This design comes from an exercise in tuning for small area and a short achievable clock period on the open sky130 flow, not from production work.
At most, simulation tests tie the RTL to the original design; equivalence was not proved.
No functional check of the RTL was part of runs 1 to 4.
No driver is modelled on the clock port, so clocking that relies on it looks cheaper here than on a real chip.
Power figures rest on the tool's default switching activity, not on a simulated workload.

==> flow/design.v (outline; a module is shown in full before it is edited, if it fits) <==
// module basic_pe_array_ws: 40 lines
// module pe_ws_rz: 243 lines
// module pe_ws_rs: 276 lines
// module pe_ws_az: 243 lines
// module pe_ws_as: 276 lines
// module fa_ws: 6 lines
// module ha_ws: 6 lines
// module xnor_ws: 5 lines
// module xor_ws: 5 lines
// module or_ws: 5 lines
module basic_pe_array_ws (clk, reset, a_vec, b_vec, c_vec);
  // ...
==> flow/flow/run.sh <==
#!/bin/bash
set -euo pipefail
export REMOVE_ABC_BUFFERS=1
export BUFFER_PORTS_ARGS="-buffer_cell sky130_fd_sc_hd__buf_1"
SETUP_SLACK_MARGIN=4.5 bash standard.sh cts > flow_cts.log 2>&1
SETUP_SLACK_MARGIN=4.3 bash standard.sh > flow_rest.log 2>&1
==> flow/standard.sh <==
#!/bin/bash
# synth_recipe.tcl (not shown) runs the flow's synth.tcl, then flattens the netlist and writes it again
# the make line also repeats each setting of config.mk as NAME=value (left out here)
make -C /OpenROAD-flow-scripts/flow DESIGN_CONFIG=/design/flow/config.mk WORK_HOME=/design/flow/orfs CLKGATE_MAP_FILE= SYNTH_SCRIPT=/design/flow/synth_recipe.tcl "${@:-finish}"
==> flow/config.mk <==
export PLATFORM = sky130hd
export DESIGN_NAME = basic_pe_array_ws
export DESIGN_NICKNAME = basic_pe_array_ws
export VERILOG_FILES = /design/flow/design.v
export SDC_FILE = /design/flow/constraint.sdc
export NUM_CORES = 4
export LEC_CHECK = 0
export CAP_MARGIN = 20
export CORE_MARGIN = 2
export CORE_UTILIZATION = 60
export SLEW_MARGIN = 20
export SYNTH_HIERARCHICAL = 1
export SYNTH_MINIMUM_KEEP_SIZE = 0
==> flow/constraint.sdc <==
create_clock -name core_clock -period 9.0 [get_ports {clk}]
set_input_delay 1.8000 -clock core_clock [delete_from_list [all_inputs] [get_ports {clk}]]
set_output_delay 1.8000 -clock core_clock [all_outputs]
set_load 0.01 [all_outputs]
==> impl_metrics.ini, run 1 <==
[status]
outcome = complete, no violations

[floorplanning]
rows = 192
dieWidth_um = 527
dieArea_um2 = 278000
initial_core_util = 0.601

[timing]
finClkSkew_ns = 0.0329
report.final.hold_viol_count = 0

[route]
routed_via_density = 5.53
routed_wl_mm = 521
route.met3.wl_mm = 62.5
top_layer = met5
dr_total_vias = 121439
wl_per_cell_um = 23.7
first_iter_violations = 9515

[critical_path]
cp_common_cell = fa_1
startpoint = b_vec[197]
slowest_stage = fa_2
path_cells = buf_2 -> nand2_1 -> fa_1 -> fa_1 -> fa_1 -> fa_2 -> xor2_2 -> buf_4 -> inv_1 -> o2bb2ai_2 -> a41oi_2 -> buf_4 -> a31oi_1 -> xor2_1 -> nor2_1
start_kind = primary input
r2r_start = gr[2].gc[2].genblk2.genblk1.pe.u.cr[8]$_SDFF_PP0_
r2r_slack_ns = 4.73
ff2ff_path_depth = 12

[clock_tree]
cts.sinks = 1528
cts_hold_buf = 0
cts-buffers-inserted = 190

[grt]
use_met2 = 0.523
grtUsageMet1 = 0.469

[power]
p_seq_w = 0.00917
leakage_nw = 48.8
power_w = 0.0410

[placed_design]
place_inst = 21353
gp_congestion = 1.07
placed_cell_area_um2 = 170000

[cells_and_area]
num-nonclk-inverters = 1072
top_register = gr.gc.genblk2.genblk1.pe.u.cr
reg.largest.list = gr.gc.genblk2.genblk1.pe.u.cr (945), gr.ah (448), gr.gc.genblk2.pe.u.cr (119)
nNetsFinal = 21826
clkCellAreaFrac = 0.0362
diodes = 125

[hold_path]
hold_path_end = gr[0].gc[7].genblk2.genblk1.pe.u.cr[0]$_SDFF_PP0_
==> run 2, diff against run 1 <==
==> flow/flow/run.sh (replaced) <==
#!/bin/bash
set -euo pipefail
export REMOVE_ABC_BUFFERS=1
export BUFFER_PORTS_ARGS="-buffer_cell sky130_fd_sc_hd__buf_1"
SETUP_SLACK_MARGIN=4.7 bash standard.sh cts > flow_cts.log 2>&1
SETUP_SLACK_MARGIN=4.3 bash standard.sh > flow_rest.log 2>&1
==> run 2 against run 1 <==
Still clean. Global-route usage rose by 0.80 points. Final area grew 4.1%. Wire length grew 1.8%. Critical endpoint is now gr[7].gc[2].genblk2.genblk1.pe.u.cr[7]$_SDFF_PP0_. Highest routed layer unchanged.
==> impl_metrics.ini, run 2 <==
[floorplanning]
initial_core_util = 0.601
coreArea_um2 = 273000
io_pins = 1666
fp.dieH_um = 527
dieWidth_um = 527
dieArea_um2 = 278000
rows = 192

[critical_path]
crit_type = in -> reg
cp_max_fo = 8
start_kind = primary input
required_ns = 9.73
crit_path_end_kind = register
cp.arrival_ns = 5.37

[power]
ir_worst_vdd_uv = 269
leakage_nw = 52.0
p_per_area_nw_per_um2 = 228

[grt]
grt_pass1_vias = 125971
antenna_found_initial = 176
gr-total-overflow = 0
grt_max_degree = 178
grt_usage = 0.382
grt_pass1_wl_mm = 794

[cells_and_area]
seqCellArea_um2 = 30600
top_register = gr.gc.genblk2.genblk1.pe.u.cr
multiInputGateArea_um2 = 130000
largest_register_ffs = 945
drive_above_1_share = 0.169
final_cell_mix = nand2_1 (4,226), fa_1 (2,646), dfxtp_1 (1,528), xor2_1 (1,351), buf_1 (1,099)
nNetsFinal = 22093
fill_cells = 21836
reg.largest.list = gr.gc.genblk2.genblk1.pe.u.cr (945), gr.ah (448), gr.gc.genblk2.pe.u.cr (119)
fin_cells = 22186
area_growth_pct = 15.2
final_common_cell = nand2_1

[logic_synthesis]
yosysWarnings = 27
synthCells = 17290
syn_avg_cell_area_um2 = 9.49
synth_area_um2 = 164000

[timing]
max-slew-margin-rel = 0.322
tns_ns = 0
finClkSkew_ns = 0.0282
fin_crit_ns = 4.64
rsz0062_at_grt = no
worstMarginPinSlew_ns = 1.01
report.final.hold_viol_count = 0
slew_violations = 0
max_freq_mhz = 215
final-setup-viol-count = 0
period_share = 0.516

[clock_tree]
htree_levels = 4
clk_pin_slew_worst_paths_ns = 0.06
cts_root_buffer = clkbuf_16
cts_tree = yes
clock_latency_ns = 0.90
cts-buffers-inserted = 190
clockBufferDepth = 4
cts.sinks = 1528
cts_hold_buf = 0

[route]
routed_via_density = 5.54
ant_nets = 0
dr_total_vias = 122880
routed_wl_mm = 530
remaining_drc_errors = 0
firstDrtPassIters = 6
first_iter_violations = 9227
wl_per_cell_um = 23.9

[status]
outcome = complete, no violations

[placed_design]
place_inst = 21353
gp_congestion = 1.07
post-dp-hpwl_mm = 433
port_buffers = 1657

[hold_path]
hold_path.class = reg -> reg

[run]
cap_violations = 0
[run 2: final timing paths]
kind | startpoint | to | slack, ns | depth (start not counted)
worst min-delay path | gr[0].ah[6][0]$_SDFF_PP0_ | gr[0].gc[7].genblk2.genblk1.pe.u.cr[0]$_SDFF_PP0_ | 0.55 | 2
worst max register to register | gr[2].gc[2].genblk2.genblk1.pe.u.cr[7]$_SDFF_PP0_ | gr[3].gc[2].genblk2.genblk1.pe.u.cr[13]$_SDFF_PP0_ | 4.76 | 12
worst min register to register | gr[0].ah[6][0]$_SDFF_PP0_ | gr[0].gc[7].genblk2.genblk1.pe.u.cr[0]$_SDFF_PP0_ | 0.55 | 2
worst max-delay path | b_vec[46] | gr[7].gc[2].genblk2.genblk1.pe.u.cr[7]$_SDFF_PP0_ | 4.36 | 9
[run 2: metrics by stage]
stage	cell area, um2	util	hold WS (ns)	power [W]	setup slack, ns
floorplan	159000	-	0.485	0.0251	3.82
global placement	170000	0.623	0.537	0.0305	3.09
detailed placement	170000	0.623	0.541	0.0308	2.99
CTS	189000	0.692	0.546	0.0426	4.54
global route	189000	0.693	0.571	0.0459	4.30
finish	189000	0.693	0.547	0.0431	4.36
[run 2: worst max-delay path: stages]
cell and delay (ns):
buf_6 0.12, nand2_1 0.08, fa_1 0.49, fa_1 0.40
fa_1 0.48, fa_1 0.57, xor2_1 0.47, xor2_1 0.85
nor2_1 0.10
[run 2: per-layer routing]
layer	GRT usage	vias to the layer above	share of wire
met3	0.152	1196	0.12
met5	0	-	0.0011
met4	0.287	90	0.086
met2	0.538	4994	0.42
met1	0.472	61627	0.38
li1	-	54973	-
[run 2: power by group]
part | switching (W) | total, W | internal, W
Sequential | 0.00121 | 0.00918 | 0.00797
Combinational | 0.0145 | 0.0258 | 0.0113
Clock | 0.00324 | 0.00816 | 0.00492
[run 2: cell type report]
| cell class | count | share of cell area |
|---|---|---|
| Antenna cell | 97 | 0.00128 |
| Clock buffer | 260 | 0.0293 |
| Clock inverter | 77 | 0.00550 |
| Inverter | 1072 | 0.0213 |
| Multi-Input combinational cell | 13488 | 0.688 |
| Sequential cell | 1528 | 0.162 |
| Tap cell | 3589 | 0.0238 |
| Timing Repair Buffer | 2075 | 0.0688 |
[run 2: timing repair]
action | in CTS | in global routing
setup buffers | 398 | 1
setup endpoints to repair | 500 | 1
gates resized for setup | 2745 | 0
pin swaps | 1154 | 1
==> run 3, diff against run 2 <==
==> flow/flow/run.sh (replaced) <==
#!/bin/bash
set -euo pipefail
export REMOVE_ABC_BUFFERS=1
export BUFFER_PORTS_ARGS="-buffer_cell sky130_fd_sc_hd__buf_1"
SETUP_SLACK_MARGIN=4.3 bash standard.sh cts > flow_cts.log 2>&1
SETUP_SLACK_MARGIN=4.3 bash standard.sh > flow_rest.log 2>&1
==> run 3 against run 2 <==
Still clean. Via count down 1.2%. Clock-buffer cell count unchanged. Register-to-register slack lost 0.04 ns. Largest cell class unchanged. Largest power group unchanged. Highest routed layer unchanged.
==> impl_metrics.ini, run 3 <==
[clock_tree]
clock_latency_ns = 0.90
htree_levels = 4
cts_root_buffer = clkbuf_16
clockBufferDepth = 4
cts-buffers-inserted = 190
clk_pin_slew_worst_paths_ns = 0.06
cts.sinks = 1528
cts_tree = yes
cts_hold_buf = 0

[grt]
grt_pass1_vias = 121271
grt_usage = 0.371
grt_pass1_wl_mm = 773
gr-total-overflow = 0
antenna_found_initial = 231
grt_max_degree = 178

[hold_path]
min_from = gr[0].ah[6][0]$_SDFF_PP0_
min_path_cells = 2
hold_path_end = gr[0].gc[7].genblk2.genblk1.pe.u.cr[0]$_SDFF_PP0_
hold_path.class = reg -> reg

[route]
first_iter_violations = 8966
dr_total_vias = 121437
remaining_drc_errors = 0
routed_wl_mm = 521
ant_nets = 0
routed_via_density = 5.54
firstDrtPassIters = 6
wl_per_cell_um = 23.8

[logic_synthesis]
synthCells = 17290
yosysWarnings = 27
synth_area_um2 = 164000
syn_avg_cell_area_um2 = 9.49

[cells_and_area]
largest_register_ffs = 945
area_growth_pct = 11.1
reg.largest.list = gr.gc.genblk2.genblk1.pe.u.cr (945), gr.ah (448), gr.gc.genblk2.pe.u.cr (119)
final_common_cell = nand2_1
top_register = gr.gc.genblk2.genblk1.pe.u.cr
drive_above_1_share = 0.116
final_cell_mix = nand2_1 (4,377), fa_1 (2,969), dfxtp_1 (1,528), xor2_1 (1,423), buf_1 (1,140)
nNetsFinal = 21788

[critical_path]
cp.arrival_ns = 5.43
crit_family = adder cells
path_buf_inv = 1
r2r_start = gr[0].ah[2][3]$_SDFF_PP0_
ff2ff_path_depth = 13
required_ns = 9.75
timing.rr.end = gr[0].gc[3].genblk2.genblk1.pe.u.cr[13]$_SDFF_PP0_
start_kind = primary input
path_cells = buf_2 -> nand2_1 -> fa_1 -> fa_1 -> fa_1 -> fa_2 -> xor2_4 -> a32o_2 -> o2bb2ai_1 -> a41oi_2 -> o21bai_1 -> xor2_1 -> nor2_1
r2r_slack_ns = 4.72
max_stage_delay_ns = 0.57
crit_type = in -> reg
slowest_stage = fa_1
cp_max_fo = 8
crit_path_end_kind = register
cp_common_cell = fa_1

[floorplanning]
coreArea_um2 = 273000
dieArea_um2 = 278000
fp.dieH_um = 527
rows = 192
initial_core_util = 0.601
dieWidth_um = 527
io_pins = 1666

[timing]
finClkSkew_ns = 0.0260
report.final.hold_viol_count = 0
tns_ns = 0
period_share = 0.520
fin_crit_ns = 4.68
worstMarginPinSlew_ns = 1.04
slew_violations = 0
rsz0062_at_grt = yes
max-slew-margin-rel = 0.308
holdWs_ns = 0.551
max_freq_mhz = 214
final-setup-viol-count = 0

[status]
outcome = complete, no violations

[power]
p_per_area_nw_per_um2 = 225
leakage_nw = 48.7
ir_worst_vdd_uv = 241

[placed_design]
port_buffers = 1657
post-dp-hpwl_mm = 433
gp_congestion = 1.07

[run]
cap_violations = 0
## run 3: layer usage
layer / up-vias / wire [um] / track usage
met3: 1168 / 61400 / 0.151
li1: 54479 / - / -
met5: - / 809 / 0
met2: 4864 / 217000 / 0.517
met4: 130 / 42200 / 0.267
met1: 60796 / 200000 / 0.467
## run 3: layout make-up
cell class	count	area (um2)
fill	22820	90600
multi-input combinational	13488	128000
tap	3589	4490
timing repair buffer	1770	8370
clock buffer	260	5530
clock inverter	77	1040
antenna	123	308
sequential	1528	30600
inverter	1072	4020
## run 3: metrics by stage
| step | total power, W | setup WS (ns) | cells | instance area (um2) | util |
|---|---|---|---|---|---|
| after floorplan | 0.0251 | 3.82 | 16088 | 159000 | - |
| after global placement | 0.0305 | 3.09 | 21353 | 170000 | 0.623 |
| after detailed placement | 0.0308 | 2.99 | 21353 | 170000 | 0.623 |
| after CTS | 0.0393 | 4.30 | 21698 | 178000 | 0.651 |
| after global routing | 0.0438 | 4.23 | 21867 | 182000 | 0.668 |
| final | 0.0410 | 4.32 | 21907 | 182000 | 0.668 |
## run 3: worst max-delay path by stage
stage               start  cells after the start                                            endpoint  slack [ns]
4_1_cts         a_vec[54]                     13          gr[1].gc[0].genblk2.pe.u.cr[16]$_SDFF_PP0_        4.30
3_5_place_dp    a_vec[48]                     13          gr[1].gc[0].genblk2.pe.u.cr[16]$_SDFF_PP0_        2.99
5_1_grt        b_vec[350]                     13  gr[2].gc[4].genblk2.genblk1.pe.u.cr[13]$_SDFF_PP0_        4.23
6_report       b_vec[221]                     13  gr[4].gc[4].genblk2.genblk1.pe.u.cr[14]$_SDFF_PP0_        4.32
3_3_place_gp    b_vec[31]                     13  gr[7].gc[4].genblk2.genblk1.pe.u.cr[15]$_SDFF_PP0_        3.09
2_1_floorplan  b_vec[407]                     12  gr[1].gc[5].genblk2.genblk1.pe.u.cr[13]$_SDFF_PP0_        3.82
## run 3: repair_timing
| item | 4_1_cts | 5_1_grt |
|---|---|---|
| pin swaps | 6 | 339 |
| setup endpoints to repair | 336 | 358 |
| buffers inserted | 8 | 86 |
| hold endpoints to repair | 0 | 0 |
| gates resized for setup | 433 | 1002 |
## run 3: power by group
part | internal (W) | total (W) | leakage (nW) | switching [W]
registers | 0.00797 | 0.00917 | 12.5 | 0.00120
clock network | 0.00492 | 0.00816 | 3.21 | 0.00324
logic | 0.00992 | 0.0237 | 33.0 | 0.0138
## run 3: worst reg2reg max path, stage by stage, from the launching register on
cell     delay (ns)
dfxtp_1        0.63
nand2_2        0.12
fa_1           0.51
fa_1           0.39
fa_1           0.47
fa_1           0.54
xor2_2         0.22
a32o_2         0.29
a22o_1         0.20
a22o_1         0.23
a31oi_4        0.20
o21ai_1        0.11
xor2_1         0.19
nor2_1         0.05
==> run 4, diff against run 3 <==
==> flow/flow/run.sh (replaced) <==
#!/bin/bash
set -euo pipefail
export REMOVE_ABC_BUFFERS=1
export BUFFER_PORTS_ARGS="-buffer_cell sky130_fd_sc_hd__buf_1"
SETUP_SLACK_MARGIN=4.5 bash standard.sh cts > flow_cts.log 2>&1
SETUP_SLACK_MARGIN=4.1 bash standard.sh > flow_rest.log 2>&1
==> run 4 against run 3 <==
Highest routed layer unchanged. Fmax is essentially flat. Critical endpoint is now gr[7].gc[7].genblk2.genblk1.pe.u.cr[13]$_SDFF_PP0_. Largest power group unchanged. Clock power about the same. Clock skew rose by 0.0036 ns.
==> impl_metrics.ini, run 4 <==
[critical_path]
cp_common_cell = fa_1
max_stage_delay_ns = 0.59
startpoint = b_vec[5]
start_kind = primary input
cp.arrival_ns = 5.42
slowest_stage = fa_1
crit_path_end_kind = register
crit_type = in -> reg
cp_max_fo = 8
required_ns = 9.74
r2r_start = gr[2].gc[2].genblk2.genblk1.pe.u.cr[8]$_SDFF_PP0_
path_cells = buf_2 -> nand2_1 -> fa_1 -> fa_1 -> fa_1 -> fa_1 -> xor2_2 -> and3_1 -> o2bb2ai_1 -> a41oi_2 -> buf_4 -> a31oi_1 -> xor2_1 -> nor2_1

[clock_tree]
cts_hold_buf = 0
cts_root_buffer = clkbuf_16
cts-buffers-inserted = 190
clk_pin_slew_worst_paths_ns = 0.06
cts_tree = yes
cts.sinks = 1528
clockBufferDepth = 4
htree_levels = 4
clock_latency_ns = 0.90

[timing]
max-slew-margin-rel = 0.320
fin_crit_ns = 4.68
max_freq_mhz = 214
holdWs_ns = 0.553
slew_violations = 0
finClkSkew_ns = 0.0296
worstMarginPinSlew_ns = 1.02
period_share = 0.520
report.final.hold_viol_count = 0
rsz0062_at_grt = no
tns_ns = 0
final-setup-viol-count = 0

[power]
leakage_nw = 48.4
p_per_area_nw_per_um2 = 224
swShare = 0.443
clkPwrFrac = 0.202
ir_worst_vdd_uv = 228
p_seq_frac = 0.227
p_int_w = 0.0225
power_w = 0.0404
power_frac_comb = 0.571
netSwitchingPower_w = 0.0179

[grt]
grt_pass1_vias = 122307
grt_pass1_wl_mm = 778
antenna_found_initial = 232
grt_max_degree = 178
grt_usage = 0.374
gr-total-overflow = 0

[cells_and_area]
area_growth_pct = 9.91
top_register = gr.gc.genblk2.genblk1.pe.u.cr
fill_cells = 23074
drive_above_1_share = 0.101
seqCellArea_um2 = 30600
final_cell_mix = nand2_1 (4,388), fa_1 (3,099), dfxtp_1 (1,528), xor2_1 (1,485), buf_1 (1,150)
nNetsFinal = 21797
reg.largest.list = gr.gc.genblk2.genblk1.pe.u.cr (945), gr.ah (448), gr.gc.genblk2.pe.u.cr (119)
fin_cells = 21919
fin_area_um2 = 180000
multiInputGateArea_um2 = 126000
largest_register_ffs = 945
final_common_cell = nand2_1

[placed_design]
port_buffers = 1657
post-dp-hpwl_mm = 433
placed_cell_area_um2 = 170000
place_inst = 21353
gp_congestion = 1.07

[floorplanning]
dieWidth_um = 527
dieArea_um2 = 278000
initial_core_util = 0.601
fp.dieH_um = 527
io_pins = 1666
coreArea_um2 = 273000
rows = 192

[hold_path]
hold_path.class = reg -> reg
min_from = gr[0].ah[6][0]$_SDFF_PP0_

[route]
first_iter_violations = 9441
remaining_drc_errors = 0
dr_total_vias = 121251
wl_per_cell_um = 23.7
ant_nets = 0
routed_via_density = 5.53
firstDrtPassIters = 6
routed_wl_mm = 520

[status]
outcome = complete, no violations

[logic_synthesis]
synth_area_um2 = 164000
synthCells = 17290
yosysWarnings = 27
syn_avg_cell_area_um2 = 9.49

[run]
cap_violations = 0
==> run 4: critical path: cells and delay by family <==
| family | cells | cell delay (ns) |
|---|---|---|
| compound gates | 3 | 0.42 |
| xor+xnor | 2 | 0.42 |
| buf+inv | 2 | 0.41 |
| fa+ha+maj | 4 | 1.94 |
| simple gates | 3 | 0.42 |
==> run 4: cell type report <==
cell class / count / share of cell area
well taps: 3589 / 0.0249
clock inverters: 77 / 0.00576
flip-flops and latches: 1528 / 0.170
diodes: 126 / 0.00175
multi-input cells: 13488 / 0.699
repair buffers: 1779 / 0.0459
clock buffers: 260 / 0.0307
inverters: 1072 / 0.0223
==> run 4: layer usage <==
metal | wire [um] | GRT usage | share of wire
met1 | 200000 | 0.469 | 0.38
met4 | 42300 | 0.268 | 0.081
met5 | 852 | 0 | 0.0016
met3 | 61600 | 0.150 | 0.12
met2 | 215000 | 0.523 | 0.41
==> run 4: what timing repair did <==
| item | 4_1_cts | 5_1_grt |
|---|---|---|
| endpoints found under the hold margin | 0 | 0 |
| setup buffers | 103 | 0 |
| gates resized for setup | 976 | 0 |
| endpoints found under the setup margin | 467 | 0 |
==> run 4: stage by stage <==
stage	worst slack (ns)	util
floorplan	3.82	-
global placement	3.09	0.623
detailed placement	2.99	0.623
CTS	4.49	0.660
global route	4.18	0.661
finish	4.32	0.661
==> run 4: power by group through the flow <==
stage,combinational (W),clock (W),sequential [W]
3_3_place_gp,0.0213,0,0.00924
2_1_floorplan,0.0160,0,0.00911
6_report,0.0231,0.00815,0.00917
3_5_place_dp,0.0215,0,0.00925
4_1_cts,0.0228,0.00828,0.00910
5_1_grt,0.0254,0.00854,0.00923
==> run 4: worst paths after layout <==
path	endpoint	slack (ns)	cells past startpoint
hold reg to reg	gr[0].gc[7].genblk2.genblk1.pe.u.cr[0]$_SDFF_PP0_	0.55	2
hold / removal	gr[0].gc[7].genblk2.genblk1.pe.u.cr[0]$_SDFF_PP0_	0.55	2
setup reg to reg	gr[3].gc[2].genblk2.genblk1.pe.u.cr[13]$_SDFF_PP0_	4.70	12
setup / recovery	gr[7].gc[7].genblk2.genblk1.pe.u.cr[13]$_SDFF_PP0_	4.32	14
==> module pe_ws_rz, before the edit <==
module pe_ws_rz (clk, reset, a, b, s, sn, c, cn);
input wire clk, reset;
input wire [7:0] a, b;
input wire [16:0] s, sn;    
output wire [16:0] c, cn;
  wire pp0_0 = ~(a[0] & b[0]);
  wire pp0_1 = ~(a[0] & b[1]);
  wire pp0_2 = ~(a[0] & b[2]);
  wire pp0_3 = ~(a[0] & b[3]);
  wire pp0_4 = ~(a[0] & b[4]);
  wire pp0_5 = ~(a[0] & b[5]);
  wire pp0_6 = ~(a[0] & b[6]);
  wire pp0_7 = ~(a[0] & b[7]);
  wire pp1_0 = ~(a[1] & b[0]);
  wire pp1_1 = ~(a[1] & b[1]);
  wire pp1_2 = ~(a[1] & b[2]);
  wire pp1_3 = ~(a[1] & b[3]);
  wire pp1_4 = ~(a[1] & b[4]);
  wire pp1_5 = ~(a[1] & b[5]);
  wire pp1_6 = ~(a[1] & b[6]);
  wire pp1_7 = ~(a[1] & b[7]);
  wire pp2_0 = ~(a[2] & b[0]);
  wire pp2_1 = ~(a[2] & b[1]);
  wire pp2_2 = ~(a[2] & b[2]);
  wire pp2_3 = ~(a[2] & b[3]);
  wire pp2_4 = ~(a[2] & b[4]);
  wire pp2_5 = ~(a[2] & b[5]);
  wire pp2_6 = ~(a[2] & b[6]);
  wire pp2_7 = ~(a[2] & b[7]);
  wire pp3_0 = ~(a[3] & b[0]);
  wire pp3_1 = ~(a[3] & b[1]);
  wire pp3_2 = ~(a[3] & b[2]);
  wire pp3_3 = ~(a[3] & b[3]);
  wire pp3_4 = ~(a[3] & b[4]);
  wire pp3_5 = ~(a[3] & b[5]);
  wire pp3_6 = ~(a[3] & b[6]);
  wire pp3_7 = ~(a[3] & b[7]);
  wire pp4_0 = ~(a[4] & b[0]);
  wire pp4_1 = ~(a[4] & b[1]);
  wire pp4_2 = ~(a[4] & b[2]);
  wire pp4_3 = ~(a[4] & b[3]);
  wire pp4_4 = ~(a[4] & b[4]);
  wire pp4_5 = ~(a[4] & b[5]);
  wire pp4_6 = ~(a[4] & b[6]);
  wire pp4_7 = ~(a[4] & b[7]);
  wire pp5_0 = ~(a[5] & b[0]);
  wire pp5_1 = ~(a[5] & b[1]);
  wire pp5_2 = ~(a[5] & b[2]);
  wire pp5_3 = ~(a[5] & b[3]);
  wire pp5_4 = ~(a[5] & b[4]);
  wire pp5_5 = ~(a[5] & b[5]);
  wire pp5_6 = ~(a[5] & b[6]);
  wire pp5_7 = ~(a[5] & b[7]);
  wire pp6_0 = ~(a[6] & b[0]);
  wire pp6_1 = ~(a[6] & b[1]);
  wire pp6_2 = ~(a[6] & b[2]);
  wire pp6_3 = ~(a[6] & b[3]);
  wire pp6_4 = ~(a[6] & b[4]);
  wire pp6_5 = ~(a[6] & b[5]);
  wire pp6_6 = ~(a[6] & b[6]);
  wire pp6_7 = ~(a[6] & b[7]);
  wire pp7_0 = ~(a[7] & b[0]);
  wire pp7_1 = ~(a[7] & b[1]);
  wire pp7_2 = ~(a[7] & b[2]);
  wire pp7_3 = ~(a[7] & b[3]);
  wire pp7_4 = ~(a[7] & b[4]);
  wire pp7_5 = ~(a[7] & b[5]);
  wire pp7_6 = ~(a[7] & b[6]);
  wire pp7_7 = ~(a[7] & b[7]);
  wire w1, w2;
  xnor_ws h3 (.a(pp0_6), .b(pp1_5), .y(w1));
  or_ws o3 (.a(pp0_6), .b(pp1_5), .y(w2));
  wire w4, w5;
  fa_ws f6 (.a(pp0_7), .b(pp1_6), .ci(pp2_5), .s(w4), .co(w5));
  wire w7, w8;
  xnor_ws h9 (.a(pp3_4), .b(pp4_3), .y(w7));
  or_ws o9 (.a(pp3_4), .b(pp4_3), .y(w8));
  wire w10, w11;
  fa_ws f12 (.a(pp1_7), .b(pp2_6), .ci(pp3_5), .s(w10), .co(w11));
  wire w13, w14;
  xnor_ws h15 (.a(pp4_4), .b(pp5_3), .y(w13));
  or_ws o15 (.a(pp4_4), .b(pp5_3), .y(w14));
  wire w16, w17;
  fa_ws f18 (.a(pp2_7), .b(pp3_6), .ci(pp4_5), .s(w16), .co(w17));
  wire w19, w20;
  xnor_ws h21 (.a(pp0_4), .b(pp1_3), .y(w19));
  or_ws o21 (.a(pp0_4), .b(pp1_3), .y(w20));
  wire w22, w23;
  fa_ws f24 (.a(pp0_5), .b(pp1_4), .ci(pp2_3), .s(w22), .co(w23));
  wire w25, w26;
  xnor_ws h27 (.a(pp3_2), .b(pp4_1), .y(w25));
  or_ws o27 (.a(pp3_2), .b(pp4_1), .y(w26));
  wire w28, w29;
  fa_ws f30 (.a(pp2_4), .b(pp3_3), .ci(pp4_2), .s(w28), .co(w29));
  wire w31, w32;
  fa_ws f33 (.a(pp5_1), .b(pp6_0), .ci(w1), .s(w31), .co(w32));
  wire w34, w35;
  fa_ws f36 (.a(pp5_2), .b(pp6_1), .ci(pp7_0), .s(w34), .co(w35));
  wire w37, w38;
  fa_ws f39 (.a(w2), .b(w7), .ci(w34), .s(w37), .co(w38));
  wire w40, w41;
  fa_ws f42 (.a(pp6_2), .b(pp7_1), .ci(w8), .s(w40), .co(w41));
  wire w43, w44;
  fa_ws f45 (.a(w13), .b(w5), .ci(w10), .s(w43), .co(w44));
  wire w46, w47;
  fa_ws f48 (.a(pp5_4), .b(pp6_3), .ci(pp7_2), .s(w46), .co(w47));
  wire w49, w50;
  fa_ws f51 (.a(w14), .b(w11), .ci(w16), .s(w49), .co(w50));
  wire w52, w53;
  fa_ws f54 (.a(pp3_7), .b(pp4_6), .ci(pp5_5), .s(w52), .co(w53));
  wire w55, w56;
  fa_ws f57 (.a(pp6_4), .b(pp7_3), .ci(w17), .s(w55), .co(w56));
  wire w58, w59;
  fa_ws f60 (.a(pp4_7), .b(pp5_6), .ci(pp6_5), .s(w58), .co(w59));
  wire w61, w62;
  xnor_ws h63 (.a(pp0_3), .b(pp1_2), .y(w61));
  or_ws o63 (.a(pp0_3), .b(pp1_2), .y(w62));
  wire w64, w65;
  fa_ws f66 (.a(pp2_2), .b(pp3_1), .ci(pp4_0), .s(w64), .co(w65));
  wire w67, w68;
  fa_ws f69 (.a(pp5_0), .b(w20), .ci(w25), .s(w67), .co(w68));
  wire w70, w71;
  fa_ws f72 (.a(w26), .b(w23), .ci(w28), .s(w70), .co(w71));
  wire w73, w74;
  fa_ws f75 (.a(w29), .b(w4), .ci(w32), .s(w73), .co(w74));
  wire w76, w77;
  fa_ws f78 (.a(w35), .b(w40), .ci(w38), .s(w76), .co(w77));
  wire w79, w80;
  fa_ws f81 (.a(w46), .b(w41), .ci(w44), .s(w79), .co(w80));
  wire w82, w83;
  fa_ws f84 (.a(w47), .b(w52), .ci(w50), .s(w82), .co(w83));
  wire w85, w86;
  fa_ws f87 (.a(pp7_4), .b(w53), .ci(w58), .s(w85), .co(w86));
  wire w88, w89;
  fa_ws f90 (.a(pp5_7), .b(pp6_6), .ci(pp7_5), .s(w88), .co(w89));
  wire w91, w92;
  xnor_ws h93 (.a(pp0_2), .b(pp1_1), .y(w91));
  or_ws o93 (.a(pp0_2), .b(pp1_1), .y(w92));
  wire w94, w95;
  fa_ws f96 (.a(pp2_1), .b(pp3_0), .ci(w61), .s(w94), .co(w95));
  wire w97, w98;
  fa_ws f99 (.a(w62), .b(w19), .ci(w64), .s(w97), .co(w98));
  wire w100, w101;
  fa_ws f102 (.a(w65), .b(w22), .ci(w67), .s(w100), .co(w101));
  wire w103, w104;
  fa_ws f105 (.a(w68), .b(w31), .ci(w70), .s(w103), .co(w104));
  wire w106, w107;
  fa_ws f108 (.a(w71), .b(w37), .ci(w73), .s(w106), .co(w107));
  wire w109, w110;
  fa_ws f111 (.a(w43), .b(w74), .ci(w76), .s(w109), .co(w110));
  wire w112, w113;
  fa_ws f114 (.a(w49), .b(w77), .ci(w79), .s(w112), .co(w113));
  wire w115, w116;
  fa_ws f117 (.a(w55), .b(w80), .ci(w82), .s(w115), .co(w116));
  wire w118, w119;
  fa_ws f120 (.a(w56), .b(w85), .ci(w83), .s(w118), .co(w119));
  wire w121, w122;
  fa_ws f123 (.a(w59), .b(w88), .ci(w86), .s(w121), .co(w122));
  wire w124, w125;
  fa_ws f126 (.a(pp6_7), .b(pp7_6), .ci(w89), .s(w124), .co(w125));
  wire w127, w128;
  xnor_ws h129 (.a(pp0_1), .b(pp1_0), .y(w127));
  or_ws o129 (.a(pp0_1), .b(pp1_0), .y(w128));
  wire w130, w131;
  fa_ws f132 (.a(pp2_0), .b(w128), .ci(w91), .s(w130), .co(w131));
  wire w133, w134;
  fa_ws f135 (.a(w92), .b(w131), .ci(w94), .s(w133), .co(w134));
  wire w136, w137;
  fa_ws f138 (.a(w95), .b(w97), .ci(w134), .s(w136), .co(w137));
  wire [11:0] n0 = {1'b1, 1'b1, pp7_7, w124, w121, w116, w113, w110, w107, w104, w101, w98};
  wire [11:0] n1 = {1'b1, 1'b1, w125, w122, w119, w118, w115, w112, w109, w106, w103, w100};
  wire [11:0] sumn_g = n0 & n1;
  wire [11:0] sumn_p;
  xor_ws sumn_px0 (.a(n0[0]), .b(n1[0]), .y(sumn_p[0]));
  xor_ws sumn_px1 (.a(n0[1]), .b(n1[1]), .y(sumn_p[1]));
  xor_ws sumn_px2 (.a(n0[2]), .b(n1[2]), .y(sumn_p[2]));
  xor_ws sumn_px3 (.a(n0[3]), .b(n1[3]), .y(sumn_p[3]));
  xor_ws sumn_px4 (.a(n0[4]), .b(n1[4]), .y(sumn_p[4]));
  xor_ws sumn_px5 (.a(n0[5]), .b(n1[5]), .y(sumn_p[5]));
  xor_ws sumn_px6 (.a(n0[6]), .b(n1[6]), .y(sumn_p[6]));
  xor_ws sumn_px7 (.a(n0[7]), .b(n1[7]), .y(sumn_p[7]));
  xor_ws sumn_px8 (.a(n0[8]), .b(n1[8]), .y(sumn_p[8]));
  xor_ws sumn_px9 (.a(n0[9]), .b(n1[9]), .y(sumn_p[9]));
  xor_ws sumn_px10 (.a(n0[10]), .b(n1[10]), .y(sumn_p[10]));
  xor_ws sumn_px11 (.a(n0[11]), .b(n1[11]), .y(sumn_p[11]));
  wire sumn_G1 = sumn_g[0] | (sumn_p[0] & w137);
  wire sumn_P1 = sumn_p[0] & 1'b0;
  wire sumn_G2 = sumn_g[2] | (sumn_p[2] & sumn_g[1]);
  wire sumn_P2 = sumn_p[2] & sumn_p[1];
  wire sumn_G3 = sumn_g[4] | (sumn_p[4] & sumn_g[3]);
  wire sumn_P3 = sumn_p[4] & sumn_p[3];
  wire sumn_G4 = sumn_g[6] | (sumn_p[6] & sumn_g[5]);
  wire sumn_P4 = sumn_p[6] & sumn_p[5];
  wire sumn_G5 = sumn_g[8] | (sumn_p[8] & sumn_g[7]);
  wire sumn_P5 = sumn_p[8] & sumn_p[7];
  wire sumn_G6 = sumn_g[10] | (sumn_p[10] & sumn_g[9]);
  wire sumn_P6 = sumn_p[10] & sumn_p[9];
  wire sumn_G7 = sumn_G2 | (sumn_P2 & sumn_G1);
  wire sumn_P7 = sumn_P2 & sumn_P1;
  wire sumn_G8 = sumn_G4 | (sumn_P4 & sumn_G3);
  wire sumn_P8 = sumn_P4 & sumn_P3;
  wire sumn_G9 = sumn_G6 | (sumn_P6 & sumn_G5);
  wire sumn_P9 = sumn_P6 & sumn_P5;
  wire sumn_G10 = sumn_G8 | (sumn_P8 & sumn_G7);
  wire sumn_P10 = sumn_P8 & sumn_P7;
  wire sumn_G11 = sumn_G9 | (sumn_P9 & sumn_G10);
  wire sumn_P11 = sumn_P9 & sumn_P10;
  wire sumn_G12 = sumn_G3 | (sumn_P3 & sumn_G7);
  wire sumn_P12 = sumn_P3 & sumn_P7;
  wire sumn_G13 = sumn_G5 | (sumn_P5 & sumn_G10);
  wire sumn_P13 = sumn_P5 & sumn_P10;
  wire sumn_G14 = sumn_g[1] | (sumn_p[1] & sumn_G1);
  wire sumn_P14 = sumn_p[1] & sumn_P1;
  wire sumn_G15 = sumn_g[3] | (sumn_p[3] & sumn_G7);
  wire sumn_P15 = sumn_p[3] & sumn_P7;
  wire sumn_G16 = sumn_g[5] | (sumn_p[5] & sumn_G12);
  wire sumn_P16 = sumn_p[5] & sumn_P12;
  wire sumn_G17 = sumn_g[7] | (sumn_p[7] & sumn_G10);
  wire sumn_P17 = sumn_p[7] & sumn_P10;
  wire sumn_G18 = sumn_g[9] | (sumn_p[9] & sumn_G13);
  wire sumn_P18 = sumn_p[9] & sumn_P13;
  wire [11:0] sumn;
  xor_ws sumn_sx0 (.a(sumn_p[0]), .b(w137), .y(sumn[0]));
  xor_ws sumn_sx1 (.a(sumn_p[1]), .b(sumn_G1), .y(sumn[1]));
  xor_ws sumn_sx2 (.a(sumn_p[2]), .b(sumn_G14), .y(sumn[2]));
  xor_ws sumn_sx3 (.a(sumn_p[3]), .b(sumn_G7), .y(sumn[3]));
  xor_ws sumn_sx4 (.a(sumn_p[4]), .b(sumn_G15), .y(sumn[4]));
  xor_ws sumn_sx5 (.a(sumn_p[5]), .b(sumn_G12), .y(sumn[5]));
  xor_ws sumn_sx6 (.a(sumn_p[6]), .b(sumn_G16), .y(sumn[6]));
  xor_ws sumn_sx7 (.a(sumn_p[7]), .b(sumn_G10), .y(sumn[7]));
  xor_ws sumn_sx8 (.a(sumn_p[8]), .b(sumn_G17), .y(sumn[8]));
  xor_ws sumn_sx9 (.a(sumn_p[9]), .b(sumn_G13), .y(sumn[9]));
  xor_ws sumn_sx10 (.a(sumn_p[10]), .b(sumn_G18), .y(sumn[10]));
  xor_ws sumn_sx11 (.a(sumn_p[11]), .b(sumn_G11), .y(sumn[11]));
  wire [16:0] sum = {~sumn, ~w136, ~w133, ~w130, ~w127, ~pp0_0};
  reg [15:0] cr;
  always @(posedge clk) begin
    if (reset) cr <= 0;
    else cr <= sum[15:0];
  end
  assign c = {1'b0, cr};
  assign cn = ~c;
endmodule
==> module pe_ws_az, before the edit <==
module pe_ws_az (clk, reset, a, b, s, sn, c, cn);
input wire clk, reset;
input wire [7:0] a, b;
input wire [16:0] s, sn;    
output wire [16:0] c, cn;
  wire pp0_0 = ~(a[0] & b[0]);
  wire pp0_1 = ~(a[0] & b[1]);
  wire pp0_2 = ~(a[0] & b[2]);
  wire pp0_3 = ~(a[0] & b[3]);
  wire pp0_4 = ~(a[0] & b[4]);
  wire pp0_5 = ~(a[0] & b[5]);
  wire pp0_6 = ~(a[0] & b[6]);
  wire pp0_7 = ~(a[0] & b[7]);
  wire pp1_0 = ~(a[1] & b[0]);
  wire pp1_1 = ~(a[1] & b[1]);
  wire pp1_2 = ~(a[1] & b[2]);
  wire pp1_3 = ~(a[1] & b[3]);
  wire pp1_4 = ~(a[1] & b[4]);
  wire pp1_5 = ~(a[1] & b[5]);
  wire pp1_6 = ~(a[1] & b[6]);
  wire pp1_7 = ~(a[1] & b[7]);
  wire pp2_0 = ~(a[2] & b[0]);
  wire pp2_1 = ~(a[2] & b[1]);
  wire pp2_2 = ~(a[2] & b[2]);
  wire pp2_3 = ~(a[2] & b[3]);
  wire pp2_4 = ~(a[2] & b[4]);
  wire pp2_5 = ~(a[2] & b[5]);
  wire pp2_6 = ~(a[2] & b[6]);
  wire pp2_7 = ~(a[2] & b[7]);
  wire pp3_0 = ~(a[3] & b[0]);
  wire pp3_1 = ~(a[3] & b[1]);
  wire pp3_2 = ~(a[3] & b[2]);
  wire pp3_3 = ~(a[3] & b[3]);
  wire pp3_4 = ~(a[3] & b[4]);
  wire pp3_5 = ~(a[3] & b[5]);
  wire pp3_6 = ~(a[3] & b[6]);
  wire pp3_7 = ~(a[3] & b[7]);
  wire pp4_0 = ~(a[4] & b[0]);
  wire pp4_1 = ~(a[4] & b[1]);
  wire pp4_2 = ~(a[4] & b[2]);
  wire pp4_3 = ~(a[4] & b[3]);
  wire pp4_4 = ~(a[4] & b[4]);
  wire pp4_5 = ~(a[4] & b[5]);
  wire pp4_6 = ~(a[4] & b[6]);
  wire pp4_7 = ~(a[4] & b[7]);
  wire pp5_0 = ~(a[5] & b[0]);
  wire pp5_1 = ~(a[5] & b[1]);
  wire pp5_2 = ~(a[5] & b[2]);
  wire pp5_3 = ~(a[5] & b[3]);
  wire pp5_4 = ~(a[5] & b[4]);
  wire pp5_5 = ~(a[5] & b[5]);
  wire pp5_6 = ~(a[5] & b[6]);
  wire pp5_7 = ~(a[5] & b[7]);
  wire pp6_0 = ~(a[6] & b[0]);
  wire pp6_1 = ~(a[6] & b[1]);
  wire pp6_2 = ~(a[6] & b[2]);
  wire pp6_3 = ~(a[6] & b[3]);
  wire pp6_4 = ~(a[6] & b[4]);
  wire pp6_5 = ~(a[6] & b[5]);
  wire pp6_6 = ~(a[6] & b[6]);
  wire pp6_7 = ~(a[6] & b[7]);
  wire pp7_0 = ~(a[7] & b[0]);
  wire pp7_1 = ~(a[7] & b[1]);
  wire pp7_2 = ~(a[7] & b[2]);
  wire pp7_3 = ~(a[7] & b[3]);
  wire pp7_4 = ~(a[7] & b[4]);
  wire pp7_5 = ~(a[7] & b[5]);
  wire pp7_6 = ~(a[7] & b[6]);
  wire pp7_7 = ~(a[7] & b[7]);
  wire w1, w2;
  xnor_ws h3 (.a(pp0_6), .b(pp1_5), .y(w1));
  or_ws o3 (.a(pp0_6), .b(pp1_5), .y(w2));
  wire w4, w5;
  fa_ws f6 (.a(pp0_7), .b(pp1_6), .ci(pp2_5), .s(w4), .co(w5));
  wire w7, w8;
  xnor_ws h9 (.a(pp3_4), .b(pp4_3), .y(w7));
  or_ws o9 (.a(pp3_4), .b(pp4_3), .y(w8));
  wire w10, w11;
  fa_ws f12 (.a(pp1_7), .b(pp2_6), .ci(pp3_5), .s(w10), .co(w11));
  wire w13, w14;
  xnor_ws h15 (.a(pp4_4), .b(pp5_3), .y(w13));
  or_ws o15 (.a(pp4_4), .b(pp5_3), .y(w14));
  wire w16, w17;
  fa_ws f18 (.a(pp2_7), .b(pp3_6), .ci(pp4_5), .s(w16), .co(w17));
  wire w19, w20;
  xnor_ws h21 (.a(pp0_4), .b(pp1_3), .y(w19));
  or_ws o21 (.a(pp0_4), .b(pp1_3), .y(w20));
  wire w22, w23;
  fa_ws f24 (.a(pp0_5), .b(pp1_4), .ci(pp2_3), .s(w22), .co(w23));
  wire w25, w26;
  xnor_ws h27 (.a(pp3_2), .b(pp4_1), .y(w25));
  or_ws o27 (.a(pp3_2), .b(pp4_1), .y(w26));
  wire w28, w29;
  fa_ws f30 (.a(pp2_4), .b(pp3_3), .ci(pp4_2), .s(w28), .co(w29));
  wire w31, w32;
  fa_ws f33 (.a(pp5_1), .b(pp6_0), .ci(w1), .s(w31), .co(w32));
  wire w34, w35;
  fa_ws f36 (.a(pp5_2), .b(pp6_1), .ci(pp7_0), .s(w34), .co(w35));
  wire w37, w38;
  fa_ws f39 (.a(w2), .b(w7), .ci(w34), .s(w37), .co(w38));
  wire w40, w41;
  fa_ws f42 (.a(pp6_2), .b(pp7_1), .ci(w8), .s(w40), .co(w41));
  wire w43, w44;
  fa_ws f45 (.a(w13), .b(w5), .ci(w10), .s(w43), .co(w44));
  wire w46, w47;
  fa_ws f48 (.a(pp5_4), .b(pp6_3), .ci(pp7_2), .s(w46), .co(w47));
  wire w49, w50;
  fa_ws f51 (.a(w14), .b(w11), .ci(w16), .s(w49), .co(w50));
  wire w52, w53;
  fa_ws f54 (.a(pp3_7), .b(pp4_6), .ci(pp5_5), .s(w52), .co(w53));
  wire w55, w56;
  fa_ws f57 (.a(pp6_4), .b(pp7_3), .ci(w17), .s(w55), .co(w56));
  wire w58, w59;
  fa_ws f60 (.a(pp4_7), .b(pp5_6), .ci(pp6_5), .s(w58), .co(w59));
  wire w61, w62;
  xnor_ws h63 (.a(pp0_3), .b(pp1_2), .y(w61));
  or_ws o63 (.a(pp0_3), .b(pp1_2), .y(w62));
  wire w64, w65;
  fa_ws f66 (.a(pp2_2), .b(pp3_1), .ci(pp4_0), .s(w64), .co(w65));
  wire w67, w68;
  fa_ws f69 (.a(pp5_0), .b(w20), .ci(w25), .s(w67), .co(w68));
  wire w70, w71;
  fa_ws f72 (.a(w26), .b(w23), .ci(w28), .s(w70), .co(w71));
  wire w73, w74;
  fa_ws f75 (.a(w29), .b(w4), .ci(w32), .s(w73), .co(w74));
  wire w76, w77;
  fa_ws f78 (.a(w35), .b(w40), .ci(w38), .s(w76), .co(w77));
  wire w79, w80;
  fa_ws f81 (.a(w46), .b(w41), .ci(w44), .s(w79), .co(w80));
  wire w82, w83;
  fa_ws f84 (.a(w47), .b(w52), .ci(w50), .s(w82), .co(w83));
  wire w85, w86;
  fa_ws f87 (.a(pp7_4), .b(w53), .ci(w58), .s(w85), .co(w86));
  wire w88, w89;
  fa_ws f90 (.a(pp5_7), .b(pp6_6), .ci(pp7_5), .s(w88), .co(w89));
  wire w91, w92;
  xnor_ws h93 (.a(pp0_2), .b(pp1_1), .y(w91));
  or_ws o93 (.a(pp0_2), .b(pp1_1), .y(w92));
  wire w94, w95;
  fa_ws f96 (.a(pp2_1), .b(pp3_0), .ci(w61), .s(w94), .co(w95));
  wire w97, w98;
  fa_ws f99 (.a(w62), .b(w19), .ci(w64), .s(w97), .co(w98));
  wire w100, w101;
  fa_ws f102 (.a(w65), .b(w22), .ci(w67), .s(w100), .co(w101));
  wire w103, w104;
  fa_ws f105 (.a(w68), .b(w31), .ci(w70), .s(w103), .co(w104));
  wire w106, w107;
  fa_ws f108 (.a(w71), .b(w37), .ci(w73), .s(w106), .co(w107));
  wire w109, w110;
  fa_ws f111 (.a(w43), .b(w74), .ci(w76), .s(w109), .co(w110));
  wire w112, w113;
  fa_ws f114 (.a(w49), .b(w77), .ci(w79), .s(w112), .co(w113));
  wire w115, w116;
  fa_ws f117 (.a(w55), .b(w80), .ci(w82), .s(w115), .co(w116));
  wire w118, w119;
  fa_ws f120 (.a(w56), .b(w85), .ci(w83), .s(w118), .co(w119));
  wire w121, w122;
  fa_ws f123 (.a(w59), .b(w88), .ci(w86), .s(w121), .co(w122));
  wire w124, w125;
  fa_ws f126 (.a(pp6_7), .b(pp7_6), .ci(w89), .s(w124), .co(w125));
  wire w127, w128;
  xnor_ws h129 (.a(pp0_1), .b(pp1_0), .y(w127));
  or_ws o129 (.a(pp0_1), .b(pp1_0), .y(w128));
  wire w130, w131;
  fa_ws f132 (.a(pp2_0), .b(w128), .ci(w91), .s(w130), .co(w131));
  wire w133, w134;
  fa_ws f135 (.a(w92), .b(w131), .ci(w94), .s(w133), .co(w134));
  wire w136, w137;
  fa_ws f138 (.a(w95), .b(w97), .ci(w134), .s(w136), .co(w137));
  wire [11:0] n0 = {1'b1, 1'b1, pp7_7, w124, w121, w116, w113, w110, w107, w104, w101, w98};
  wire [11:0] n1 = {1'b1, 1'b1, w125, w122, w119, w118, w115, w112, w109, w106, w103, w100};
  wire [11:0] sumn_g = n0 & n1;
  wire [11:0] sumn_p;
  xor_ws sumn_px0 (.a(n0[0]), .b(n1[0]), .y(sumn_p[0]));
  xor_ws sumn_px1 (.a(n0[1]), .b(n1[1]), .y(sumn_p[1]));
  xor_ws sumn_px2 (.a(n0[2]), .b(n1[2]), .y(sumn_p[2]));
  xor_ws sumn_px3 (.a(n0[3]), .b(n1[3]), .y(sumn_p[3]));
  xor_ws sumn_px4 (.a(n0[4]), .b(n1[4]), .y(sumn_p[4]));
  xor_ws sumn_px5 (.a(n0[5]), .b(n1[5]), .y(sumn_p[5]));
  xor_ws sumn_px6 (.a(n0[6]), .b(n1[6]), .y(sumn_p[6]));
  xor_ws sumn_px7 (.a(n0[7]), .b(n1[7]), .y(sumn_p[7]));
  xor_ws sumn_px8 (.a(n0[8]), .b(n1[8]), .y(sumn_p[8]));
  xor_ws sumn_px9 (.a(n0[9]), .b(n1[9]), .y(sumn_p[9]));
  xor_ws sumn_px10 (.a(n0[10]), .b(n1[10]), .y(sumn_p[10]));
  xor_ws sumn_px11 (.a(n0[11]), .b(n1[11]), .y(sumn_p[11]));
  wire sumn_G1 = sumn_g[0] | (sumn_p[0] & w137);
  wire sumn_P1 = sumn_p[0] & 1'b0;
  wire sumn_G2 = sumn_g[2] | (sumn_p[2] & sumn_g[1]);
  wire sumn_P2 = sumn_p[2] & sumn_p[1];
  wire sumn_G3 = sumn_g[4] | (sumn_p[4] & sumn_g[3]);
  wire sumn_P3 = sumn_p[4] & sumn_p[3];
  wire sumn_G4 = sumn_g[6] | (sumn_p[6] & sumn_g[5]);
  wire sumn_P4 = sumn_p[6] & sumn_p[5];
  wire sumn_G5 = sumn_g[8] | (sumn_p[8] & sumn_g[7]);
  wire sumn_P5 = sumn_p[8] & sumn_p[7];
  wire sumn_G6 = sumn_g[10] | (sumn_p[10] & sumn_g[9]);
  wire sumn_P6 = sumn_p[10] & sumn_p[9];
  wire sumn_G7 = sumn_G2 | (sumn_P2 & sumn_G1);
  wire sumn_P7 = sumn_P2 & sumn_P1;
  wire sumn_G8 = sumn_G4 | (sumn_P4 & sumn_G3);
  wire sumn_P8 = sumn_P4 & sumn_P3;
  wire sumn_G9 = sumn_G6 | (sumn_P6 & sumn_G5);
  wire sumn_P9 = sumn_P6 & sumn_P5;
  wire sumn_G10 = sumn_G8 | (sumn_P8 & sumn_G7);
  wire sumn_P10 = sumn_P8 & sumn_P7;
  wire sumn_G11 = sumn_G9 | (sumn_P9 & sumn_G10);
  wire sumn_P11 = sumn_P9 & sumn_P10;
  wire sumn_G12 = sumn_G3 | (sumn_P3 & sumn_G7);
  wire sumn_P12 = sumn_P3 & sumn_P7;
  wire sumn_G13 = sumn_G5 | (sumn_P5 & sumn_G10);
  wire sumn_P13 = sumn_P5 & sumn_P10;
  wire sumn_G14 = sumn_g[1] | (sumn_p[1] & sumn_G1);
  wire sumn_P14 = sumn_p[1] & sumn_P1;
  wire sumn_G15 = sumn_g[3] | (sumn_p[3] & sumn_G7);
  wire sumn_P15 = sumn_p[3] & sumn_P7;
  wire sumn_G16 = sumn_g[5] | (sumn_p[5] & sumn_G12);
  wire sumn_P16 = sumn_p[5] & sumn_P12;
  wire sumn_G17 = sumn_g[7] | (sumn_p[7] & sumn_G10);
  wire sumn_P17 = sumn_p[7] & sumn_P10;
  wire sumn_G18 = sumn_g[9] | (sumn_p[9] & sumn_G13);
  wire sumn_P18 = sumn_p[9] & sumn_P13;
  wire [11:0] sumn;
  xor_ws sumn_sx0 (.a(sumn_p[0]), .b(w137), .y(sumn[0]));
  xor_ws sumn_sx1 (.a(sumn_p[1]), .b(sumn_G1), .y(sumn[1]));
  xor_ws sumn_sx2 (.a(sumn_p[2]), .b(sumn_G14), .y(sumn[2]));
  xor_ws sumn_sx3 (.a(sumn_p[3]), .b(sumn_G7), .y(sumn[3]));
  xor_ws sumn_sx4 (.a(sumn_p[4]), .b(sumn_G15), .y(sumn[4]));
  xor_ws sumn_sx5 (.a(sumn_p[5]), .b(sumn_G12), .y(sumn[5]));
  xor_ws sumn_sx6 (.a(sumn_p[6]), .b(sumn_G16), .y(sumn[6]));
  xor_ws sumn_sx7 (.a(sumn_p[7]), .b(sumn_G10), .y(sumn[7]));
  xor_ws sumn_sx8 (.a(sumn_p[8]), .b(sumn_G17), .y(sumn[8]));
  xor_ws sumn_sx9 (.a(sumn_p[9]), .b(sumn_G13), .y(sumn[9]));
  xor_ws sumn_sx10 (.a(sumn_p[10]), .b(sumn_G18), .y(sumn[10]));
  xor_ws sumn_sx11 (.a(sumn_p[11]), .b(sumn_G11), .y(sumn[11]));
  wire [16:0] sum = {~sumn, ~w136, ~w133, ~w130, ~w127, ~pp0_0};
  reg [15:0] cr;
  always @(posedge clk) begin
    if (reset) cr <= 0;
    else cr <= sum[15:0];
  end
  assign c = {1'b0, cr};
  assign cn = ~c;
endmodule
==> run 5, diff against run 4 <==
--- a/flow/design.v
+++ b/flow/design.v
@@ -275,9 +275,9 @@
   wire [16:0] sum = {~sumn, ~w136, ~w133, ~w130, ~w127, ~pp0_0};
-  reg [15:0] cr;
+  reg [16:0] cr;
   always @(posedge clk) begin
     if (reset) cr <= 0;
-    else cr <= sum[15:0];
+    else cr <= sum;
   end
-  assign c = {1'b0, cr};
-  assign cn = ~c;
+  assign c = cr;
+  assign cn = ~cr;
 endmodule
@@ -794,9 +794,9 @@
   wire [16:0] sum = {~sumn, ~w136, ~w133, ~w130, ~w127, ~pp0_0};
-  reg [15:0] cr;
+  reg [16:0] cr;
   always @(posedge clk) begin
     if (reset) cr <= 0;
-    else cr <= sum[15:0];
+    else cr <= sum;
   end
-  assign c = {1'b0, cr};
-  assign cn = ~c;
+  assign c = cr;
+  assign cn = ~cr;
 endmodule
==> flow/flow/run.sh (replaced) <==
#!/bin/bash
set -euo pipefail
export REMOVE_ABC_BUFFERS=1
export BUFFER_PORTS_ARGS="-buffer_cell sky130_fd_sc_hd__buf_1"
SETUP_SLACK_MARGIN=4.5 bash standard.sh cts > flow_cts.log 2>&1
SETUP_SLACK_MARGIN=4.3 bash standard.sh > flow_rest.log 2>&1
==> run 5 against run 4 <==
Still clean on timing, DRC and antenna. Wire length down 0.78%. Sequential power grew 1%. Sequential cell count is 8 higher. First-iteration DRC count is 2.7% lower. Synthesized cell count about the same. Global-route usage is 0.39 points lower. Worst setup slack improved by 0.052 ns. Core utilization rose by 0.42 points. Non-clock buffer count increased by 37. Die area up 0.13%. Synthesized area up 0.13%. Critical endpoint is now gr[2].gc[1].genblk2.genblk1.pe.u.cr[13]$_SDFF_PP0_. Largest power group unchanged. Highest routed layer unchanged.
==> impl_metrics.ini, run 5 <==
[status]
outcome = complete, no violations

[route]
firstDrtPassIters = 6
dr_total_vias = 121777
routed_via_density = 5.53
wl_per_cell_um = 23.4
remaining_drc_errors = 0
ant_nets = 0
routed_wl_mm = 516
first_iter_violations = 9187

[timing]
tns_ns = 0
fin_crit_ns = 4.63
report.final.hold_viol_count = 0
max-slew-margin-rel = 0.237
final-setup-viol-count = 0
rsz0062_at_grt = yes
worstMarginPinSlew_ns = 1.14
max_freq_mhz = 216
finClkSkew_ns = 0.0493
slew_violations = 0
period_share = 0.515

[cells_and_area]
reg.largest.list = gr.gc.genblk2.genblk1.pe.u.cr (952), gr.ah (448), gr.gc.genblk2.pe.u.cr (119)
largest_register_ffs = 952
nNetsFinal = 21884
fin_area_um2 = 182000
final_common_cell = nand2_1
top_register = gr.gc.genblk2.genblk1.pe.u.cr
area_growth_pct = 10.6
final_cell_mix = nand2_1 (4,388), fa_1 (3,060), dfxtp_1 (1,536), xor2_1 (1,463), buf_1 (1,147)
drive_above_1_share = 0.108

[clock_tree]
cts-buffers-inserted = 192
htree_levels = 4
cts_tree = yes
cts.sinks = 1536
clk_pin_slew_worst_paths_ns = 0.05
cts_hold_buf = 0
clockBufferDepth = 4
cts_root_buffer = clkbuf_16
clock_latency_ns = 0.91

[grt]
grt_usage = 0.370
grtUsageMet1 = 0.464
grt_max_degree = 195
gr-total-overflow = 0
use_met2 = 0.521
use_met3 = 0.139
antenna_found_initial = 220
top_usage_layer = met2
grt_pass1_wl_mm = 771
grt_pass1_vias = 122408

[placed_design]
post-dp-hpwl_mm = 428
port_buffers = 1665
gp_congestion = 1.09
placed_cell_area_um2 = 171000

[floorplanning]
fp.dieH_um = 527
coreArea_um2 = 273000
rows = 192
dieWidth_um = 527
io_pins = 1666
initial_core_util = 0.602
dieArea_um2 = 278000

[critical_path]
required_ns = 9.75
crit_type = in -> reg
cp.arrival_ns = 5.38
cp_max_fo = 8
crit_path_end_kind = register
ff2ff_path_depth = 13
start_kind = primary input

[logic_synthesis]
syn_avg_cell_area_um2 = 9.50
synth_area_um2 = 164000
synthCells = 17306
yosysWarnings = 27

[power]
ir_worst_vdd_uv = 202
leakage_nw = 48.8
power_w = 0.0408
p_per_area_nw_per_um2 = 225

[hold_path]
hold_path.class = reg -> reg
min_path_cells = 3

[run]
cap_violations = 0
-- run 5: final timing paths --
check                                                     from                                                  to  slack, ns
min reg2reg  gr[6].gc[7].genblk2.genblk1.pe.u.cr[0]$_SDFF_PP0_   gr[7].gc[7].genblk2.genblk1.pe.u.cr[0]$_SDFF_PP0_       0.57
max                                                 b_vec[375]  gr[2].gc[1].genblk2.genblk1.pe.u.cr[13]$_SDFF_PP0_       4.37
min          gr[6].gc[7].genblk2.genblk1.pe.u.cr[0]$_SDFF_PP0_   gr[7].gc[7].genblk2.genblk1.pe.u.cr[0]$_SDFF_PP0_       0.57
max reg2reg                          gr[0].ah[5][3]$_SDFF_PP0_  gr[0].gc[6].genblk2.genblk1.pe.u.cr[13]$_SDFF_PP0_       4.75
-- run 5: repair_timing --
action                                  in CTS  in global routing
gates resized for setup                    973                159
pin swaps                                  201                 86
endpoints found under the setup margin     456                147
buffers inserted                           112                 24
-- run 5: final cells by class --
type / instances / area, um2
timing repair buffer: 1816 / 8610
antenna: 133 / 333
fill: 22791 / 91400
sequential: 1536 / 30700
tap: 3589 / 4490
inverter: 1080 / 4050
clock buffer: 248 / 5330
clock inverter: 98 / 1180
multi-input combinational: 13520 / 127000
-- run 5: through the flow --
step	util	setup WS, ns	hold slack, ns	instances
2_1_floorplan	-	3.82	0.491	16136
5_1_grt	0.665	4.26	0.606	21981
4_1_cts	0.661	4.48	0.562	21863
6_report	0.665	4.37	0.566	22020
3_5_place_dp	0.624	3.00	0.545	21405
3_3_place_gp	0.624	3.05	0.535	21405
-- run 5: critical path, stage by stage --
cell and delay (ns):
buf_2 0.18, nand2_1 0.10, fa_1 0.51, fa_1 0.44
fa_1 0.48, fa_1 0.57, xor2_2 0.18, a32o_1 0.26
o2bb2ai_1 0.15, a41oi_2 0.05, buf_4 0.19, a31oi_1 0.19
xor2_1 0.20, nor2_1 0.08
-- run 5: power breakdown --
part | internal, W | switching (W)
combinational | 0.00989 | 0.0136
clock | 0.00483 | 0.00325
sequential | 0.00801 | 0.00125
total | 0.0227 | 0.0181
-- run 5: metal layers --
| layer | share of wire | up-vias |
|---|---|---|
| li1 | - | 54701 |
| met1 | 0.38 | 60800 |
| met2 | 0.42 | 5010 |
| met3 | 0.12 | 1164 |
| met4 | 0.085 | 102 |
| met5 | 0.0013 | - |

==> afterwards: timing with drivers on the ports <==
Ports are ideal in the flow. The routed layouts listed here were re-timed in OpenROAD. Step 1 assumes that a clkbuf_16 drives the clock port and a buf_2 every other input. Step 2 times the ports against the registers' clock, not the clock port: input delays grow and output delays shrink by t, the midpoint of the rising clock arrivals with the driver on. a / b / c = ideal ports / drivers / drivers and shift; a / b = the first two.
run	t, ns	setup slack, ns	worst slew at a driven data input, ns
run 1	0.996	4.380 / 4.244 / 3.248	0.33
run 2	0.995	4.359 / 4.372 / 3.377	0.37
run 3	0.990	4.320 / 4.165 / 3.174	0.35
run 4	0.998	4.316 / 4.248 / 3.250	0.34
run 5	0.987	4.369 / 4.239 / 3.252	0.29
After both steps every run listed still meets setup and hold. The setup slack of run 3, which loses most, moves by -0.155 ns with the drivers and by -1.146 ns with both steps.
